From an optimization exercise on the open Yosys and OpenROAD flow, aimed at small area, a short achievable clock period and few clock cycles per item; shortcuts taken in it are not production practice. Function was checked by simulation only, so behaviour that the tests miss may differ from the original. Power is estimated from default activity; no workload was simulated.

Setup of v24:
// ebpc_encoder
module ebpc_encoder
  (
   input logic               clk_i,
   input logic               rst_ni,
   input logic [DATA_W-1:0]  data_i,
   input logic               last_i,
   input logic               vld_i,
   output logic              rdy_o,
   output logic              idle_o,
   output logic [DATA_W-1:0] znz_data_o,
   output logic              znz_last_o,
   output logic              znz_vld_o,
   input logic               znz_rdy_i,
   output logic [DATA_W-1:0] bpc_data_o,
   output logic              bpc_last_o,
   output logic              bpc_vld_o,
   input logic               bpc_rdy_i,
   output logic              blk_done_o
   );
Size in the first run: about 280 flip-flops, roughly 14000 sq um of cells after synthesis.
export LEC_CHECK = 0
export CAP_MARGIN = 20
export CORE_MARGIN = 2
export CORE_UTILIZATION = 40
export CTS_BUF_LIST = sky130_fd_sc_hd__clkbuf_4 sky130_fd_sc_hd__clkbuf_8
export PLACE_DENSITY = 0.6
export SLEW_MARGIN = 20
create_clock -name core_clock -period 12.0 [get_ports {clk_i}]
standard.sh (not shown) runs the stock make flow with config.mk's settings and CLKGATE_MAP_FILE= SYNTH_SCRIPT=/design/flow/synth_recipe.tcl, a recipe that flattens the netlist after the stock synthesis.
==> flow/flow/run.sh <==
#!/bin/bash
# Standard layout, with repair_timing asked for extra setup slack against
# the design's own constraints (same SDC, same clock period).
cp standard.sh standard_copy.sh.txt 2>/dev/null
export SETUP_SLACK_MARGIN=8.6
bash standard.sh > standard_flow.log 2>&1
Testbench counts of v24, summed over its fixed seeds: cycles 29,247, words 28,155.
Input-level comparison between v12 and v24:
# v24
export LEC_CHECK = 0
export CAP_MARGIN = 20
export CORE_MARGIN = 2
export CORE_UTILIZATION = 40
export CTS_BUF_LIST = sky130_fd_sc_hd__clkbuf_4 sky130_fd_sc_hd__clkbuf_8
export PLACE_DENSITY = 0.6
export SLEW_MARGIN = 20
create_clock -name core_clock -period 12.0 [get_ports {clk_i}]
# v12
export LEC_CHECK = 0
export CAP_MARGIN = 20
export CORE_MARGIN = 2
export CORE_UTILIZATION = 40
export PLACE_DENSITY = 0.6
export SLEW_MARGIN = 20
create_clock -name core_clock -period 12.0 [get_ports {clk_i}]
diff --git a/flow/flow/run.sh b/flow/flow/run.sh
--- a/flow/flow/run.sh
+++ b/flow/flow/run.sh
@@ -5 +5 @@
-export SETUP_SLACK_MARGIN=8.6
+export SETUP_SLACK_MARGIN=9.0
==> comparison <==
Relative to v24, wire length after detailed routing increased by 340 um in v12.
In v12, the multi-input gate share of total cell area came out 0.24 points above the value in v24.
Global routing usage summed across all routing layers: v12 vs v24, no meaningful difference
Comparing v24 and v12, the higher combined area of the multi-input logic cells was measured on v12.
Taking v24 as the reference, in v12 time the final worst path needs with I/O delays and setup fell by 0.014 ns; part of the total power dissipated in combinational logic moved up.

========
## run A
Another version of the RTL of ebpc_encoder (not shown whole).
Size: about 1500 cells after synthesis, ~37 I/O pins.
clock: 12.0 ns
lec_check: 0
abc_area: 1
cap_margin: 20
core_margin: 2
core_utilization: 40
place_density: 0.6
slew_margin: 20
run.sh (not shown) runs the stock make flow with config.mk's settings and CLKGATE_MAP_FILE= SYNTH_SCRIPT=/design/flow/synth_recipe.tcl, a recipe that flattens the netlist after the stock synthesis.
Stock flow here: none of the scripts above is used.
Run A ended with every stage complete and zero timing, DRC or antenna violations.
Testbench counts of run A, summed over its fixed seeds: cycles 29,247, words 28,155.
Input-level comparison between run B and run A:
Settings: ABC_AREA: 1 -> unset.
Findings:
Looking only at worst-margin pin slew, and setting everything else aside, the higher value of run A and run B goes to run A.
Run B vs run A: number of H-tree branching levels down
Diff run A and run B: maximum resistive drop on vdd lower in run A
Run B reports its cell with the biggest individual delay on the critical path as sky130_fd_sc_hd__clkdlybuf4s50_1 while run A reports sky130_fd_sc_hd__dfstp_2.
On number of global-route vias before repair, the lower figure sits with run B, not run A.
Modified inputs, run C compared to run B
==> flow/flow/run.sh (new file) <==
#!/bin/bash
# Standard layout, with repair_timing asked for extra setup slack against
# the design's own constraints (same SDC, same clock period).
cp standard.sh standard_copy.sh.txt 2>/dev/null
export SETUP_SLACK_MARGIN=8.6
bash standard.sh > standard_flow.log 2>&1
==> flow/standard.sh (new file) <==
#!/bin/bash
# synth_recipe.tcl (not shown) runs the flow's synth.tcl, then flattens the netlist and writes it again
# the make line also repeats each setting of config.mk as NAME=value (left out here)
make -C /OpenROAD-flow-scripts/flow DESIGN_CONFIG=/design/flow/config.mk WORK_HOME=/design/flow/orfs CLKGATE_MAP_FILE= SYNTH_SCRIPT=/design/flow/synth_recipe.tcl "${@:-finish}"
removed: flow/run.sh
### Flow results
Run B -> run C: number of cells on the worst hold path flat. Looking at design area, run C sits about 2% higher than run B does. Delta (run C minus run B): total routed wirelength now sits at about the same level; routed length per instance now sits lower. Diff run B -> run C: area growth from synthesis to layout climbed 2.3 points; post-layout worst setup margin climbed 0.41 ns; die area barely changed; DRC marker count from the first detailed-route iteration climbed 1.2%; ratio of final minimum period to clock period dropped 3.4 points.

==> afterwards: timing with drivers on the ports <==
The results above use ideal ports. As a check the final layouts listed here were re-extracted and re-timed, cells and wires unchanged.
Step 1 assumes that a clkbuf_16 drives the clock port and a buf_2 every other input.
Step 2 times the ports against the registers' clock, not the clock port: input delays grow and output delays shrink by t, the midpoint of the rising clock arrivals with the driver on.
Three values: no drivers, after step 1, after step 2; two values: the first two.
run | t (ns) | slack for setup (ns) | worst hold slack (ns) | worst data-port slew with drivers (ns)
v24 | 0.610 | 8.463 / 8.415 / 8.050 | 0.474 / 0.474 / 0.474 | 0.03
v12 | 0.612 | 8.477 / 8.425 / 8.337 | 0.473 / 0.473 / 0.473 | 0.06
run A | 0.559 | 8.029 / 7.978 / 7.721 | 0.450 / 0.450 / 0.450 | 0.03
run B | 0.587 | 8.002 / 7.951 / 7.602 | 0.477 / 0.477 / 0.477 | 0.03
run C | 0.595 | 8.411 / 8.360 / 8.100 | 0.476 / 0.476 / 0.476 | 0.03
After both steps every run listed still meets setup and hold. For v24, which loses most, drivers alone change the setup slack by -0.048 ns; drivers and shift together by -0.413 ns.
